This is an optimization exercise on Yosys and OpenROAD, whose aim is small area, not a production implementation.
At most, simulation tests tie the RTL to the original design; equivalence was not proved.

==> quartz: inputs <==
==> flow/design.v (excerpt) <==
module LCD_driver(
    input system_clk, rst, run,
    input [31:0] score,
    output LCD_RW,
    output reg LCD_EN, LCD_RS, LCD_RST,
    output reg [7:0] LCD_DATA
);
==> module LCD_driver, before the edit <==
module LCD_driver(
    input system_clk, rst, run,
    input [31:0] score,
    output LCD_RW,
    output reg LCD_EN, LCD_RS, LCD_RST,
    output reg [7:0] LCD_DATA
);
    localparam S0 = 3'd0, S1 = 3'd1, S1J = 3'd5, S2A = 3'd2, S2B = 3'd3, S3 = 3'd4, S4 = 3'd6;
    reg [2:0] st;
    reg [5:0] idx;    
    reg [3:0] dreg;   
    wire [3:0] dig;
    LCD_conv conv(.x(score), .k(~idx[3:0]), .d(dig));
    wire ld  = (st == S1);
    wire ldj = (st == S1J);
    wire go4 = (run & ~idx[5]) | (idx[5] & (idx[4] | (idx[3:0] == 4'd0)));
    assign LCD_RW = ~LCD_RS;
    always @(posedge system_clk) begin
        LCD_RST <= rst | ((st == S4) & run);
        LCD_EN  <= rst | ld | ldj | (LCD_EN & ~(st == S3));
        LCD_RS  <= ~rst & (LCD_RS | ld | ldj);
        if (ld) dreg <= dig;
        if (rst) begin
            st <= S0;
            idx <= 6'd0;
        end else begin
            case (st)
                S0:  st <= go4 ? S4 : S1;
                S1:  begin st <= S2A; idx <= idx + 6'd1; end
                S1J: begin st <= S2A; idx <= 6'd33; end
                S2A: st <= S2B;
                S2B: st <= S3;
                S3:  st <= S0;
                S4:  st <= run ? S1J : S4;
                default: st <= 3'bxxx;
            endcase
        end
    end
    always @* begin
        case (idx)
            6'd0:  LCD_DATA = 8'h00;
            6'd1:  LCD_DATA = 8'h28;  
            6'd2:  LCD_DATA = 8'h45;  
            6'd3:  LCD_DATA = 8'h4C;  
            6'd4:  LCD_DATA = 8'h4C;  
            6'd5:  LCD_DATA = 8'h4F;  
            6'd6:  LCD_DATA = 8'h01;  
            6'd7, 6'd8, 6'd9, 6'd10, 6'd11, 6'd12, 6'd13, 6'd14, 6'd15, 6'd16:
                   LCD_DATA = 8'h5F;  
            6'd17: LCD_DATA = 8'h30;  
            6'd18: LCD_DATA = 8'h52;  
            6'd19: LCD_DATA = 8'h45;  
            6'd20: LCD_DATA = 8'h53;  
            6'd21: LCD_DATA = 8'h53;  
            6'd22: LCD_DATA = 8'h5F;  
            6'd23: LCD_DATA = 8'h52;  
            6'd24: LCD_DATA = 8'h55;  
            6'd25: LCD_DATA = 8'h4E;  
            6'd26: LCD_DATA = 8'h01;  
            6'd27, 6'd28, 6'd29, 6'd30, 6'd31, 6'd32:
                   LCD_DATA = 8'h5F;  
            6'd33: LCD_DATA = 8'h33;  
            6'd34: LCD_DATA = 8'h43;  
            6'd35: LCD_DATA = 8'h4F;  
            6'd36: LCD_DATA = 8'h52;  
            6'd37: LCD_DATA = 8'h45;  
            6'd38: LCD_DATA = 8'h1A;  
            default: LCD_DATA = {4'h3, dreg};
        endcase
    end
endmodule
==> flow/config.mk <==
export PLATFORM = sky130hd
export DESIGN_NAME = LCD_driver
export DESIGN_NICKNAME = LCD_driver
export VERILOG_FILES = /design/flow/design.v
export SDC_FILE = /design/flow/constraint.sdc
export NUM_CORES = 4
export LEC_CHECK = 0
export ABC_AREA = 1
export CAP_MARGIN = 20
export CORE_MARGIN = 2
export CORE_UTILIZATION = 40
export SLEW_MARGIN = 20
==> flow/constraint.sdc <==
create_clock -name core_clock -period 30.0 [get_ports {system_clk}]
set_input_delay 6.0000 -clock core_clock [delete_from_list [all_inputs] [get_ports {system_clk}]]
set_output_delay 6.0000 -clock core_clock [all_outputs]
set_load 0.01 [all_outputs]
standard.sh (not shown) runs the stock make flow with config.mk's settings and CLKGATE_MAP_FILE= SYNTH_SCRIPT=/design/flow/synth_recipe.tcl, a recipe that flattens the netlist after the stock synthesis.
==> flow/flow/run.sh <==
#!/bin/bash
set -euo pipefail
W=$(pwd)
cat > "$W/area_synth.tcl" <<EOT
proc abc {args} {
  set i [lsearch -exact \$args -script]
  if {\$i >= 0} { lset args [expr {\$i + 1}] {$W/flow/area.abc} }
  yosys abc {*}\$args
}
source {$W/synth_recipe.tcl}
EOT
bash standard.sh SYNTH_SCRIPT="$W/area_synth.tcl" finish > "$W/standard_flow.log" 2>&1
==> flow/flow/area.abc <==
strash
balance -l
resub -K 6 -l
rewrite -l
resub -K 6 -N 2 -l
refactor -l
resub -K 8 -l
balance -l
resub -K 8 -N 2 -l
rewrite -l
resub -K 10 -l
rewrite -z -l
resub -K 10 -N 2 -l
balance -l
resub -K 12 -l
refactor -z -l
resub -K 12 -N 2 -l
rewrite -z -l
balance -l
balance -l
resub -K 6 -l
rewrite -l
resub -K 6 -N 2 -l
refactor -l
resub -K 8 -l
balance -l
resub -K 8 -N 2 -l
rewrite -l
resub -K 10 -l
rewrite -z -l
resub -K 10 -N 2 -l
balance -l
resub -K 12 -l
refactor -z -l
resub -K 12 -N 2 -l
rewrite -z -l
balance -l
dch -f
amap
topo
==> yarrow: changes against quartz <==
--- a/flow/flow/run.sh
+++ b/flow/flow/run.sh
@@ -11,2 +11,2 @@
 EOT
-bash standard.sh SYNTH_SCRIPT="$W/area_synth.tcl" finish > "$W/standard_flow.log" 2>&1
+bash standard.sh SYNTH_SCRIPT="$W/area_synth.tcl" "BUFFER_PORTS_ARGS=-buffer_cell sky130_fd_sc_hd__buf_1" finish > "$W/standard_flow.log" 2>&1
Settings changed: CORE_UTILIZATION 40 to 75, CTS_BUF_LIST from default to sky130_fd_sc_hd__clkbuf_4, PLACE_DENSITY from default to 0.85.
==> violet: changes against quartz <==
--- a/flow/design.v
+++ b/flow/design.v
@@ -3,24 +3,25 @@
     input [31:0] score,
-    output LCD_RW,
-    output reg LCD_EN, LCD_RS, LCD_RST,
-    output reg [7:0] LCD_DATA
+    output LCD_RW, LCD_EN, LCD_RS, LCD_RST,
+    output [7:0] LCD_DATA
 );
-    localparam S0 = 3'd0, S1 = 3'd1, S1J = 3'd5, S2A = 3'd2, S2B = 3'd3, S3 = 3'd4, S4 = 3'd6;
+    localparam S0 = 3'd2, S1 = 3'd4, S1J = 3'd0, S2A = 3'd6, S2B = 3'd3, S3 = 3'd7, S4 = 3'd5;
     reg [2:0] st;
-    reg [5:0] idx;    
+    reg [5:0] cnt;
     reg [3:0] dreg;   
     wire [3:0] dig;
-    LCD_conv conv(.x(score), .k(~idx[3:0]), .d(dig));
-    wire ld  = (st == S1);
-    wire ldj = (st == S1J);
-    wire go4 = (run & ~idx[5]) | (idx[5] & (idx[4] | (idx[3:0] == 4'd0)));
-    assign LCD_RW = ~LCD_RS;
+    wire [3:0] k = ~cnt[3:0];   
+    LCD_conv conv(.x(score), .k(k), .d(dig));
+    wire fresh = (~cnt[0] & ~cnt[1] & ~cnt[2] & ~cnt[3] & ~cnt[4] & ~cnt[5]);
+    assign LCD_RS  = ~fresh;
+    assign LCD_RW  = fresh;
+    assign LCD_EN  = fresh | (st == S2A) | (st == S2B) | (st == S3);
+    assign LCD_RST = (fresh & (st == S0)) | (st == S1J);
+    wire welcome = (~cnt[5]);
+    wire page_end = (~cnt[0] & ~cnt[1] & ~cnt[2] & ~cnt[3] & cnt[5]);
+    wire go4 = (run & welcome) | page_end;
     always @(posedge system_clk) begin
-        LCD_RST <= rst | ((st == S4) & run);
-        LCD_EN  <= rst | ld | ldj | (LCD_EN & ~(st == S3));
-        LCD_RS  <= ~rst & (LCD_RS | ld | ldj);
-        if (ld) dreg <= dig;
+        if (st == S1) dreg <= dig;
         if (rst) begin
             st <= S0;
-            idx <= 6'd0;
+            cnt <= 6'd0;
         end else begin
@@ -28,4 +29,4 @@
                 S0:  st <= go4 ? S4 : S1;
-                S1:  begin st <= S2A; idx <= idx + 6'd1; end
-                S1J: begin st <= S2A; idx <= 6'd33; end
+                S1:  begin st <= S2A; cnt <= cnt + 6'd1; end
+                S1J: begin st <= S2A; cnt <= 6'd33; end
                 S2A: st <= S2B;
@@ -38,34 +39,12 @@
     end
-    always @* begin
-        case (idx)
-            6'd0:  LCD_DATA = 8'h00;
-            6'd1:  LCD_DATA = 8'h28;  
-            6'd2:  LCD_DATA = 8'h45;  
-            6'd3:  LCD_DATA = 8'h4C;  
-            6'd4:  LCD_DATA = 8'h4C;  
-            6'd5:  LCD_DATA = 8'h4F;  
-            6'd6:  LCD_DATA = 8'h01;  
-            6'd7, 6'd8, 6'd9, 6'd10, 6'd11, 6'd12, 6'd13, 6'd14, 6'd15, 6'd16:
-                   LCD_DATA = 8'h5F;  
-            6'd17: LCD_DATA = 8'h30;  
-            6'd18: LCD_DATA = 8'h52;  
-            6'd19: LCD_DATA = 8'h45;  
-            6'd20: LCD_DATA = 8'h53;  
-            6'd21: LCD_DATA = 8'h53;  
-            6'd22: LCD_DATA = 8'h5F;  
-            6'd23: LCD_DATA = 8'h52;  
-            6'd24: LCD_DATA = 8'h55;  
-            6'd25: LCD_DATA = 8'h4E;  
-            6'd26: LCD_DATA = 8'h01;  
-            6'd27, 6'd28, 6'd29, 6'd30, 6'd31, 6'd32:
-                   LCD_DATA = 8'h5F;  
-            6'd33: LCD_DATA = 8'h33;  
-            6'd34: LCD_DATA = 8'h43;  
-            6'd35: LCD_DATA = 8'h4F;  
-            6'd36: LCD_DATA = 8'h52;  
-            6'd37: LCD_DATA = 8'h45;  
-            6'd38: LCD_DATA = 8'h1A;  
-            default: LCD_DATA = {4'h3, dreg};
-        endcase
-    end
+    wire show_digit = (cnt[3] & cnt[5]) | (cnt[4] & cnt[5]) | (cnt[0] & cnt[1] & cnt[2] & cnt[5]);
+    wire [6:0] tbl;
+    assign tbl[0] = (cnt[3] & ~cnt[4]) | (~cnt[2] & cnt[5]) | (cnt[1] & cnt[3]) | (~cnt[0] & ~cnt[1] & cnt[4]) | (cnt[0] & ~cnt[1] & cnt[2]) | (~cnt[0] & cnt[1] & cnt[2] & ~cnt[5]) | (cnt[0] & cnt[2] & ~cnt[4]) | (~cnt[0] & cnt[1] & ~cnt[2] & ~cnt[4]) | (cnt[0] & cnt[1] & ~cnt[2] & cnt[4]);
+    assign tbl[1] = (cnt[3] & ~cnt[4]) | (cnt[2] & cnt[4]) | (~cnt[0] & cnt[5]) | (cnt[0] & cnt[3]) | (~cnt[2] & cnt[5]) | (cnt[0] & cnt[2] & ~cnt[5]) | (~cnt[0] & ~cnt[3] & cnt[4]);
+    assign tbl[2] = (cnt[3] & ~cnt[4]) | (cnt[0] & cnt[3]) | (cnt[0] & cnt[2] & ~cnt[4]) | (cnt[0] & cnt[1] & ~cnt[2]) | (~cnt[1] & cnt[3]) | (~cnt[0] & cnt[1] & cnt[2] & cnt[4]) | (~cnt[1] & cnt[2] & ~cnt[4] & ~cnt[5]) | (~cnt[0] & ~cnt[1] & ~cnt[2] & cnt[5]) | (cnt[1] & ~cnt[2] & ~cnt[4] & ~cnt[5]) | (~cnt[0] & ~cnt[1] & ~cnt[2] & cnt[4]);
+    assign tbl[3] = (cnt[3] & ~cnt[4]) | (cnt[0] & cnt[3]) | (cnt[0] & ~cnt[4] & ~cnt[5]) | (cnt[2] & cnt[3]) | (cnt[1] & cnt[2] & cnt[5]) | (cnt[0] & cnt[1] & cnt[5]) | (~cnt[1] & cnt[2] & ~cnt[4] & ~cnt[5]) | (~cnt[0] & ~cnt[1] & ~cnt[2] & cnt[5]) | (~cnt[0] & cnt[1] & cnt[2] & cnt[4]) | (~cnt[0] & ~cnt[1] & ~cnt[2] & ~cnt[3] & cnt[4]);
+    assign tbl[4] = (cnt[3] & ~cnt[4]) | (cnt[2] & cnt[4]) | (~cnt[1] & ~cnt[3] & cnt[4]) | (~cnt[0] & ~cnt[1] & cnt[5]) | (cnt[0] & cnt[1] & cnt[2]) | (~cnt[0] & ~cnt[1] & cnt[4]) | (cnt[1] & cnt[2] & cnt[5]) | (~cnt[0] & ~cnt[3] & cnt[4]) | (~cnt[1] & ~cnt[2] & cnt[5]) | (cnt[0] & cnt[1] & cnt[3]);
+    assign tbl[5] = (cnt[0] & ~cnt[1] & ~cnt[2] & ~cnt[3]);
+    assign tbl[6] = (~cnt[1] & cnt[2]) | (cnt[0] & cnt[1]) | (cnt[3] & ~cnt[4]) | (cnt[1] & ~cnt[2] & ~cnt[3]) | (~cnt[1] & cnt[3]) | (cnt[2] & cnt[4]) | (~cnt[0] & ~cnt[2] & cnt[5]) | (~cnt[0] & ~cnt[1] & cnt[4]);
+    assign LCD_DATA = show_digit ? {4'h3, dreg} : {1'b0, tbl};
 endmodule
--- a/flow/flow/run.sh
+++ b/flow/flow/run.sh
@@ -11,2 +11,2 @@
 EOT
-bash standard.sh SYNTH_SCRIPT="$W/area_synth.tcl" finish > "$W/standard_flow.log" 2>&1
+bash standard.sh SYNTH_SCRIPT="$W/area_synth.tcl" "BUFFER_PORTS_ARGS=-buffer_cell sky130_fd_sc_hd__buf_1" finish > "$W/standard_flow.log" 2>&1
Settings changed: CORE_UTILIZATION 40 to 60, CTS_BUF_LIST from default to sky130_fd_sc_hd__clkbuf_4, PLACE_DENSITY from default to 0.7, SETUP_SLACK_MARGIN from default to -1.5.
==> notes <==
- quartz finished with timing, DRC and antenna clean. violet went through all stages and came out clean. yarrow ran to the end with no violations.
- In quartz the sequential cell count is higher than in violet, by 3.
- Via count: quartz < violet < yarrow.
- Non-clock buffer count, lowest first: yarrow, violet, quartz.
- Worst setup slack: quartz > yarrow > violet.
- In yarrow the register-to-register slack is lower than in quartz, by 70 ps.
- Between quartz and yarrow, the lower wire length is in quartz (gap about 8%, measured against yarrow).
- Against yarrow, the core utilization of quartz is lower by 36 points.
==> figures <==
| quantity | violet | quartz | yarrow |
|---|---|---|---|
| Run status | finished clean | finished clean | finished clean |
| Via Count | 8,454 | 8,258 | 8,747 |
| Tapcells | 136 | 211 | 105 |
| Final cell area excluding filler cells | 0.007041 sq mm | 0.007574 sq mm | 0.006945 sq mm |
| First-pass GRT wire length | 27.04 mm | 27.54 mm | 26.02 mm |
| Multi-input combinational cell area | 0.005429 sq mm | 0.005430 sq mm | 0.005369 sq mm |
| Sequential cell area | 300.3 sq um | 360.3 sq um | 360.3 sq um |
| Met3 Track Usage GR | 0.01145 | 0.006606 | 0.02213 |
| Vias in the first global route | 6,835 | 6,700 | 6,717 |
| Met2 routing resource usage after global routing | 0.4398 | 0.2858 | 0.5746 |
| Cells on Worst Hold Path | 1 | 2 | 2 |
| Biggest area consumer among synthesized cells | nor2_1 | o21ai_0 | o21ai_0 |
| Number of standard cells after synthesis | 1,262 | 1,228 | 1,228 |
| Buf+Inv Stages, Crit Path | 21 | 22 | 16 |
| Wire length on met2 | 6.914 mm | 6.569 mm | 7.994 mm |
| Core ar. | 0.01042 sq mm | 0.01531 sq mm | 0.008175 sq mm |
| Initial core utilization | 0.6234 | 0.4112 | 0.7703 |
| Placer Congestion | 0.9924 | 0.9218 | 0.9195 |
| R2r worst-path depth | 9 | 14 | 14 |
The RTL of violet was laid out without a check of its function.

* * *

==> pepper <==
Another version of the RTL of LCD_driver (not shown whole).
==> module LCD_m5, before the edit <==
module LCD_m5(input [2:0] s, input y, output q, output [2:0] o);
  assign q = (s[2]) | (y & s[1]);
  assign o[0] = (~s[1] & s[2]) | (y & ~s[0] & ~s[1]) | (~y & s[0] & ~s[1]);
  assign o[1] = (~y & s[0]) | (y & s[2]);
  assign o[2] = (~y & s[1]) | (s[1] & s[2]) | (y & s[0] & ~s[1]);
endmodule
==> module LCD_e5, before the edit <==
module LCD_e5(input [1:0] b, output [2:0] s);
  assign s[0] = (~b[0] & b[1]) | (b[0] & ~b[1]);
  assign s[1] = (~b[0] & b[1]);
  assign s[2] = (b[0] & b[1]);
endmodule
==> module LCD_d5, before the edit <==
module LCD_d5(input [2:0] c, output [2:0] r);
  assign r[0] = (~c[1] & c[2]) | (c[0] & ~c[1]);
  assign r[1] = (~c[1] & c[2]) | (c[0] & c[1]);
  assign r[2] = (c[1] & c[2]);
endmodule
==> module LCD_driver, before the edit <==
module LCD_driver(
    input system_clk, rst, run,
    input [31:0] score,
    output LCD_RW, LCD_EN, LCD_RS, LCD_RST,
    output [7:0] LCD_DATA
);
    localparam S0 = 3'd2, S1 = 3'd4, S1J = 3'd0, S2A = 3'd6, S2B = 3'd3, S3 = 3'd7, S4 = 3'd5;
    reg [2:0] st;
    reg [5:0] cnt;
    reg [3:0] dreg;   
    wire [3:0] dig;
    wire [3:0] k = ~cnt[3:0];   
    LCD_conv conv(.x(score), .k(k), .d(dig));
    wire fresh = (~cnt[0] & ~cnt[1] & ~cnt[2] & ~cnt[3] & ~cnt[4] & ~cnt[5]);
    assign LCD_RS  = ~fresh;
    assign LCD_RW  = fresh;
    assign LCD_EN  = fresh | (st == S2A) | (st == S2B) | (st == S3);
    assign LCD_RST = (fresh & (st == S0)) | (st == S1J);
    wire welcome = (~cnt[5]);
    wire page_end = (~cnt[0] & ~cnt[1] & ~cnt[2] & ~cnt[3] & cnt[5]);
    wire go4 = (run & welcome) | page_end;
    always @(posedge system_clk) begin
        if (st == S1) dreg <= dig;
        if (rst) begin
            st <= S0;
            cnt <= 6'd0;
        end else begin
            case (st)
                S0:  st <= go4 ? S4 : S1;
                S1:  begin st <= S2A; cnt <= cnt + 6'd1; end
                S1J: begin st <= S2A; cnt <= 6'd33; end
                S2A: st <= S2B;
                S2B: st <= S3;
                S3:  st <= S0;
                S4:  st <= run ? S1J : S4;
                default: st <= 3'bxxx;
            endcase
        end
    end
    wire show_digit = (cnt[3] & cnt[5]) | (cnt[4] & cnt[5]) | (cnt[0] & cnt[1] & cnt[2] & cnt[5]);
    wire [6:0] tbl;
    assign tbl[0] = (cnt[3] & ~cnt[4]) | (~cnt[2] & cnt[5]) | (cnt[1] & cnt[3]) | (~cnt[0] & ~cnt[1] & cnt[4]) | (cnt[0] & ~cnt[1] & cnt[2]) | (~cnt[0] & cnt[1] & cnt[2] & ~cnt[5]) | (cnt[0] & cnt[2] & ~cnt[4]) | (~cnt[0] & cnt[1] & ~cnt[2] & ~cnt[4]) | (cnt[0] & cnt[1] & ~cnt[2] & cnt[4]);
    assign tbl[1] = (cnt[3] & ~cnt[4]) | (cnt[2] & cnt[4]) | (~cnt[0] & cnt[5]) | (cnt[0] & cnt[3]) | (~cnt[2] & cnt[5]) | (cnt[0] & cnt[2] & ~cnt[5]) | (~cnt[0] & ~cnt[3] & cnt[4]);
    assign tbl[2] = (cnt[3] & ~cnt[4]) | (cnt[0] & cnt[3]) | (cnt[0] & cnt[2] & ~cnt[4]) | (cnt[0] & cnt[1] & ~cnt[2]) | (~cnt[1] & cnt[3]) | (~cnt[0] & cnt[1] & cnt[2] & cnt[4]) | (~cnt[1] & cnt[2] & ~cnt[4] & ~cnt[5]) | (~cnt[0] & ~cnt[1] & ~cnt[2] & cnt[5]) | (cnt[1] & ~cnt[2] & ~cnt[4] & ~cnt[5]) | (~cnt[0] & ~cnt[1] & ~cnt[2] & cnt[4]);
    assign tbl[3] = (cnt[3] & ~cnt[4]) | (cnt[0] & cnt[3]) | (cnt[0] & ~cnt[4] & ~cnt[5]) | (cnt[2] & cnt[3]) | (cnt[1] & cnt[2] & cnt[5]) | (cnt[0] & cnt[1] & cnt[5]) | (~cnt[1] & cnt[2] & ~cnt[4] & ~cnt[5]) | (~cnt[0] & ~cnt[1] & ~cnt[2] & cnt[5]) | (~cnt[0] & cnt[1] & cnt[2] & cnt[4]) | (~cnt[0] & ~cnt[1] & ~cnt[2] & ~cnt[3] & cnt[4]);
    assign tbl[4] = (cnt[3] & ~cnt[4]) | (cnt[2] & cnt[4]) | (~cnt[1] & ~cnt[3] & cnt[4]) | (~cnt[0] & ~cnt[1] & cnt[5]) | (cnt[0] & cnt[1] & cnt[2]) | (~cnt[0] & ~cnt[1] & cnt[4]) | (cnt[1] & cnt[2] & cnt[5]) | (~cnt[0] & ~cnt[3] & cnt[4]) | (~cnt[1] & ~cnt[2] & cnt[5]) | (cnt[0] & cnt[1] & cnt[3]);
    assign tbl[5] = (cnt[0] & ~cnt[1] & ~cnt[2] & ~cnt[3]);
    assign tbl[6] = (~cnt[1] & cnt[2]) | (cnt[0] & cnt[1]) | (cnt[3] & ~cnt[4]) | (cnt[1] & ~cnt[2] & ~cnt[3]) | (~cnt[1] & cnt[3]) | (cnt[2] & cnt[4]) | (~cnt[0] & ~cnt[2] & cnt[5]) | (~cnt[0] & ~cnt[1] & cnt[4]);
    assign LCD_DATA = show_digit ? {4'h3, dreg} : {1'b0, tbl};
endmodule
Settings: LEC_CHECK=0, ABC_AREA=1, CAP_MARGIN=20, CORE_MARGIN=2, CORE_UTILIZATION=60, CTS_BUF_LIST=sky130_fd_sc_hd__clkbuf_4, PLACE_DENSITY=0.7, SLEW_MARGIN=20; clock period 30.0 ns.
==> flow/flow/run.sh <==
#!/bin/bash
set -euo pipefail
W=$(pwd)
cat > "$W/area_synth.tcl" <<EOT
proc abc {args} {
  set i [lsearch -exact \$args -script]
  if {\$i >= 0} { lset args [expr {\$i + 1}] {$W/flow/area.abc} }
  yosys abc {*}\$args
}
source {$W/synth_recipe.tcl}
EOT
bash standard.sh SYNTH_SCRIPT="$W/area_synth.tcl" "BUFFER_PORTS_ARGS=-buffer_cell sky130_fd_sc_hd__buf_1" finish > "$W/standard_flow.log" 2>&1
Scripts as last shown in full above: flow/flow/area.abc
==> inputs of willow, as changes to pepper <==
--- a/flow/design.v
+++ b/flow/design.v
@@ -544,17 +544,17 @@
 endmodule
 module LCD_m5(input [2:0] s, input y, output q, output [2:0] o);
   assign q = (s[2]) | (y & s[1]);
-  assign o[0] = (~s[1] & s[2]) | (y & ~s[0] & ~s[1]) | (~y & s[0] & ~s[1]);
-  assign o[1] = (~y & s[0]) | (y & s[2]);
-  assign o[2] = (~y & s[1]) | (s[1] & s[2]) | (y & s[0] & ~s[1]);
+  assign o[0] = (~y & s[2]) | (y & ~s[1] & ~s[2]);
+  assign o[1] = (~y & s[0] & ~s[2]) | (y & s[0] & s[2]);
+  assign o[2] = (~s[0] & s[2]) | (~y & s[1]) | (y & s[0] & ~s[2]);
 endmodule
 module LCD_e5(input [1:0] b, output [2:0] s);
-  assign s[0] = (~b[0] & b[1]) | (b[0] & ~b[1]);
+  assign s[0] = (b[0]);
   assign s[1] = (~b[0] & b[1]);
   assign s[2] = (b[0] & b[1]);
 endmodule
 module LCD_d5(input [2:0] c, output [2:0] r);
-  assign r[0] = (~c[1] & c[2]) | (c[0] & ~c[1]);
-  assign r[1] = (~c[1] & c[2]) | (c[0] & c[1]);
-  assign r[2] = (c[1] & c[2]);
+  assign r[0] = (c[0]);
+  assign r[1] = (c[1]) | (c[0] & c[2]);
+  assign r[2] = (~c[0] & c[2]);
 endmodule
SETUP_SLACK_MARGIN = -1.0   (was default)
==> inputs of sierra, as changes to pepper <==
--- a/flow/design.v
+++ b/flow/design.v
@@ -1,34 +1,33 @@
 module LCD_driver(
     input system_clk, rst, run,
     input [31:0] score,
-    output LCD_RW, LCD_EN, LCD_RS, LCD_RST,
-    output [7:0] LCD_DATA
+    output LCD_RW,
+    output reg LCD_EN, LCD_RS, LCD_RST,
+    output reg [7:0] LCD_DATA
 );
-    localparam S0 = 3'd2, S1 = 3'd4, S1J = 3'd0, S2A = 3'd6, S2B = 3'd3, S3 = 3'd7, S4 = 3'd5;
+    localparam S0 = 3'd0, S1 = 3'd1, S1J = 3'd5, S2A = 3'd2, S2B = 3'd3, S3 = 3'd4, S4 = 3'd6;
     reg [2:0] st;
-    reg [5:0] cnt;
+    reg [5:0] idx;    
     reg [3:0] dreg;   
     wire [3:0] dig;
-    wire [3:0] k = ~cnt[3:0];   
-    LCD_conv conv(.x(score), .k(k), .d(dig));
-    wire fresh = (~cnt[0] & ~cnt[1] & ~cnt[2] & ~cnt[3] & ~cnt[4] & ~cnt[5]);
-    assign LCD_RS  = ~fresh;
-    assign LCD_RW  = fresh;
-    assign LCD_EN  = fresh | (st == S2A) | (st == S2B) | (st == S3);
-    assign LCD_RST = (fresh & (st == S0)) | (st == S1J);
-    wire welcome = (~cnt[5]);
-    wire page_end = (~cnt[0] & ~cnt[1] & ~cnt[2] & ~cnt[3] & cnt[5]);
-    wire go4 = (run & welcome) | page_end;
+    LCD_conv conv(.x(score), .k(~idx[3:0]), .d(dig));
+    wire ld  = (st == S1);
+    wire ldj = (st == S1J);
+    wire go4 = (run & ~idx[5]) | (idx[5] & (idx[4] | (idx[3:0] == 4'd0)));
+    assign LCD_RW = ~LCD_RS;
     always @(posedge system_clk) begin
-        if (st == S1) dreg <= dig;
+        LCD_RST <= rst | ((st == S4) & run);
+        LCD_EN  <= rst | ld | ldj | (LCD_EN & ~(st == S3));
+        LCD_RS  <= ~rst & (LCD_RS | ld | ldj);
+        if (ld) dreg <= dig;
         if (rst) begin
             st <= S0;
-            cnt <= 6'd0;
+            idx <= 6'd0;
         end else begin
             case (st)
                 S0:  st <= go4 ? S4 : S1;
-                S1:  begin st <= S2A; cnt <= cnt + 6'd1; end
-                S1J: begin st <= S2A; cnt <= 6'd33; end
+                S1:  begin st <= S2A; idx <= idx + 6'd1; end
+                S1J: begin st <= S2A; idx <= 6'd33; end
                 S2A: st <= S2B;
                 S2B: st <= S3;
                 S3:  st <= S0;
@@ -37,16 +36,38 @@
             endcase
         end
     end
-    wire show_digit = (cnt[3] & cnt[5]) | (cnt[4] & cnt[5]) | (cnt[0] & cnt[1] & cnt[2] & cnt[5]);
-    wire [6:0] tbl;
-    assign tbl[0] = (cnt[3] & ~cnt[4]) | (~cnt[2] & cnt[5]) | (cnt[1] & cnt[3]) | (~cnt[0] & ~cnt[1] & cnt[4]) | (cnt[0] & ~cnt[1] & cnt[2]) | (~cnt[0] & cnt[1] & cnt[2] & ~cnt[5]) | (cnt[0] & cnt[2] & ~cnt[4]) | (~cnt[0] & cnt[1] & ~cnt[2] & ~cnt[4]) | (cnt[0] & cnt[1] & ~cnt[2] & cnt[4]);
-    assign tbl[1] = (cnt[3] & ~cnt[4]) | (cnt[2] & cnt[4]) | (~cnt[0] & cnt[5]) | (cnt[0] & cnt[3]) | (~cnt[2] & cnt[5]) | (cnt[0] & cnt[2] & ~cnt[5]) | (~cnt[0] & ~cnt[3] & cnt[4]);
-    assign tbl[2] = (cnt[3] & ~cnt[4]) | (cnt[0] & cnt[3]) | (cnt[0] & cnt[2] & ~cnt[4]) | (cnt[0] & cnt[1] & ~cnt[2]) | (~cnt[1] & cnt[3]) | (~cnt[0] & cnt[1] & cnt[2] & cnt[4]) | (~cnt[1] & cnt[2] & ~cnt[4] & ~cnt[5]) | (~cnt[0] & ~cnt[1] & ~cnt[2] & cnt[5]) | (cnt[1] & ~cnt[2] & ~cnt[4] & ~cnt[5]) | (~cnt[0] & ~cnt[1] & ~cnt[2] & cnt[4]);
-    assign tbl[3] = (cnt[3] & ~cnt[4]) | (cnt[0] & cnt[3]) | (cnt[0] & ~cnt[4] & ~cnt[5]) | (cnt[2] & cnt[3]) | (cnt[1] & cnt[2] & cnt[5]) | (cnt[0] & cnt[1] & cnt[5]) | (~cnt[1] & cnt[2] & ~cnt[4] & ~cnt[5]) | (~cnt[0] & ~cnt[1] & ~cnt[2] & cnt[5]) | (~cnt[0] & cnt[1] & cnt[2] & cnt[4]) | (~cnt[0] & ~cnt[1] & ~cnt[2] & ~cnt[3] & cnt[4]);
-    assign tbl[4] = (cnt[3] & ~cnt[4]) | (cnt[2] & cnt[4]) | (~cnt[1] & ~cnt[3] & cnt[4]) | (~cnt[0] & ~cnt[1] & cnt[5]) | (cnt[0] & cnt[1] & cnt[2]) | (~cnt[0] & ~cnt[1] & cnt[4]) | (cnt[1] & cnt[2] & cnt[5]) | (~cnt[0] & ~cnt[3] & cnt[4]) | (~cnt[1] & ~cnt[2] & cnt[5]) | (cnt[0] & cnt[1] & cnt[3]);
-    assign tbl[5] = (cnt[0] & ~cnt[1] & ~cnt[2] & ~cnt[3]);
-    assign tbl[6] = (~cnt[1] & cnt[2]) | (cnt[0] & cnt[1]) | (cnt[3] & ~cnt[4]) | (cnt[1] & ~cnt[2] & ~cnt[3]) | (~cnt[1] & cnt[3]) | (cnt[2] & cnt[4]) | (~cnt[0] & ~cnt[2] & cnt[5]) | (~cnt[0] & ~cnt[1] & cnt[4]);
-    assign LCD_DATA = show_digit ? {4'h3, dreg} : {1'b0, tbl};
+    always @* begin
+        case (idx)
+            6'd0:  LCD_DATA = 8'h00;
+            6'd1:  LCD_DATA = 8'h28;  
+            6'd2:  LCD_DATA = 8'h45;  
+            6'd3:  LCD_DATA = 8'h4C;  
+            6'd4:  LCD_DATA = 8'h4C;  
+            6'd5:  LCD_DATA = 8'h4F;  
+            6'd6:  LCD_DATA = 8'h01;  
+            6'd7, 6'd8, 6'd9, 6'd10, 6'd11, 6'd12, 6'd13, 6'd14, 6'd15, 6'd16:
+                   LCD_DATA = 8'h5F;  
+            6'd17: LCD_DATA = 8'h30;  
+            6'd18: LCD_DATA = 8'h52;  
+            6'd19: LCD_DATA = 8'h45;  
+            6'd20: LCD_DATA = 8'h53;  
+            6'd21: LCD_DATA = 8'h53;  
+            6'd22: LCD_DATA = 8'h5F;  
+            6'd23: LCD_DATA = 8'h52;  
+            6'd24: LCD_DATA = 8'h55;  
+            6'd25: LCD_DATA = 8'h4E;  
+            6'd26: LCD_DATA = 8'h01;  
+            6'd27, 6'd28, 6'd29, 6'd30, 6'd31, 6'd32:
+                   LCD_DATA = 8'h5F;  
+            6'd33: LCD_DATA = 8'h33;  
+            6'd34: LCD_DATA = 8'h43;  
+            6'd35: LCD_DATA = 8'h4F;  
+            6'd36: LCD_DATA = 8'h52;  
+            6'd37: LCD_DATA = 8'h45;  
+            6'd38: LCD_DATA = 8'h1A;  
+            default: LCD_DATA = {4'h3, dreg};
+        endcase
+    end
 endmodule
 module LCD_conv(input [31:0] x, input [3:0] k, output reg [3:0] d);
   wire [31:0] y0;
@@ -544,17 +565,17 @@
 endmodule
 module LCD_m5(input [2:0] s, input y, output q, output [2:0] o);
   assign q = (s[2]) | (y & s[1]);
-  assign o[0] = (~s[1] & s[2]) | (y & ~s[0] & ~s[1]) | (~y & s[0] & ~s[1]);
-  assign o[1] = (~y & s[0]) | (y & s[2]);
-  assign o[2] = (~y & s[1]) | (s[1] & s[2]) | (y & s[0] & ~s[1]);
+  assign o[0] = (~y & s[2]) | (y & ~s[1] & ~s[2]);
+  assign o[1] = (~y & s[0] & ~s[2]) | (y & s[0] & s[2]);
+  assign o[2] = (~s[0] & s[2]) | (~y & s[1]) | (y & s[0] & ~s[2]);
 endmodule
 module LCD_e5(input [1:0] b, output [2:0] s);
-  assign s[0] = (~b[0] & b[1]) | (b[0] & ~b[1]);
+  assign s[0] = (b[0]);
   assign s[1] = (~b[0] & b[1]);
   assign s[2] = (b[0] & b[1]);
 endmodule
 module LCD_d5(input [2:0] c, output [2:0] r);
-  assign r[0] = (~c[1] & c[2]) | (c[0] & ~c[1]);
-  assign r[1] = (~c[1] & c[2]) | (c[0] & c[1]);
-  assign r[2] = (c[1] & c[2]);
+  assign r[0] = (c[0]);
+  assign r[1] = (c[1]) | (c[0] & c[2]);
+  assign r[2] = (~c[0] & c[2]);
 endmodule
CORE_UTILIZATION = 40   (was 60)
PLACE_DENSITY = default   (was 0.7)
==> impl_metrics.ini <==
[status]
status = timing/DRC/antenna clean

[worst_setup_path]
setup.worst_path.end = dreg[2]

[finish]
seq_cells = 13
final-clk-cell-share_pct = 0.424
buffers = 55

[yosys]
yosysTopAreaCell = nor2_1

[floorplanning]
start_util_pct = 62.3

[timing]
finalCritPeriodShare_pct = 94.3
# the run above: willow

==> impl_metrics.ini <==
[finish]
final-clk-cell-share_pct = 0.366
largest_class = multi-input gates
buffers = 56

[route]
highest_layer = met4

[status]
status = timing/DRC/antenna clean

[yosys]
yosysTopAreaCell = o21ai_0
yosys.area_share.simple_pct = 29.6

[timing]
finalCritPeriodShare_pct = 91.2

[worst_setup_path]
setup.worst_path.end = dreg[2]

[floorplanning]
start_util_pct = 41.1
# the run above: sierra

==> impl_metrics.ini <==
[status]
status = timing/DRC/antenna clean

[finish]
seq_cells = 13
final-clk-cell-share_pct = 0.413

[timing]
finalCritPeriodShare_pct = 63.6

[floorplanning]
start_util_pct = 60.9

[yosys]
yosysTopAreaCell = nor2_1

[worst_setup_path]
setup.worst_path.end = dreg[2]
# the run above: pepper

Only the layout flow was run in pepper and willow; the RTL was not checked for function there.

[re-timing with driven ports]
The flow's constraints put no driver on any port. The routed layouts listed below were extracted and timed again, unchanged, in two steps.
Step 1 sets driving cells, clkbuf_16 on the clock port and buf_2 on the other inputs (assumed; they add their load-dependent delay and slew).
Step 2 times the ports against the registers' clock, not the clock port: input delays grow and output delays shrink by t, the midpoint of the rising clock arrivals with the driver on.
a / b / c = ideal / step 1 / step 2; a / b = the first two.
run	shift t [ns]	setup WS [ns]	worst setup path at the end	clock arrival spread, ns	slew at the worst register clock pin (ns)
quartz	0.280	2.659 / 2.662 / 2.382	input to register	0.001 / 0.002	0.05 / 0.05
yarrow	0.329	1.476 / 1.479 / 1.151	input to register	0.006 / 0.005	0.11 / 0.11
violet	0.304	1.320 / 1.320 / 1.016	input to register	0.009 / 0.008	0.08 / 0.08
pepper	0.304	10.928 / 10.927 / 10.622	input to register	0.005 / 0.005	0.09 / 0.09
willow	0.304	1.707 / 1.707 / 1.403	input to register	0.010 / 0.010	0.09 / 0.09
sierra	0.322	2.648 / 2.644 / 2.322	input to register	0.002 / 0.002	0.10 / 0.10
After both steps every run listed still meets setup and hold. The setup slack of sierra, which loses most, moves by -0.004 ns with the drivers and by -0.326 ns with both steps.
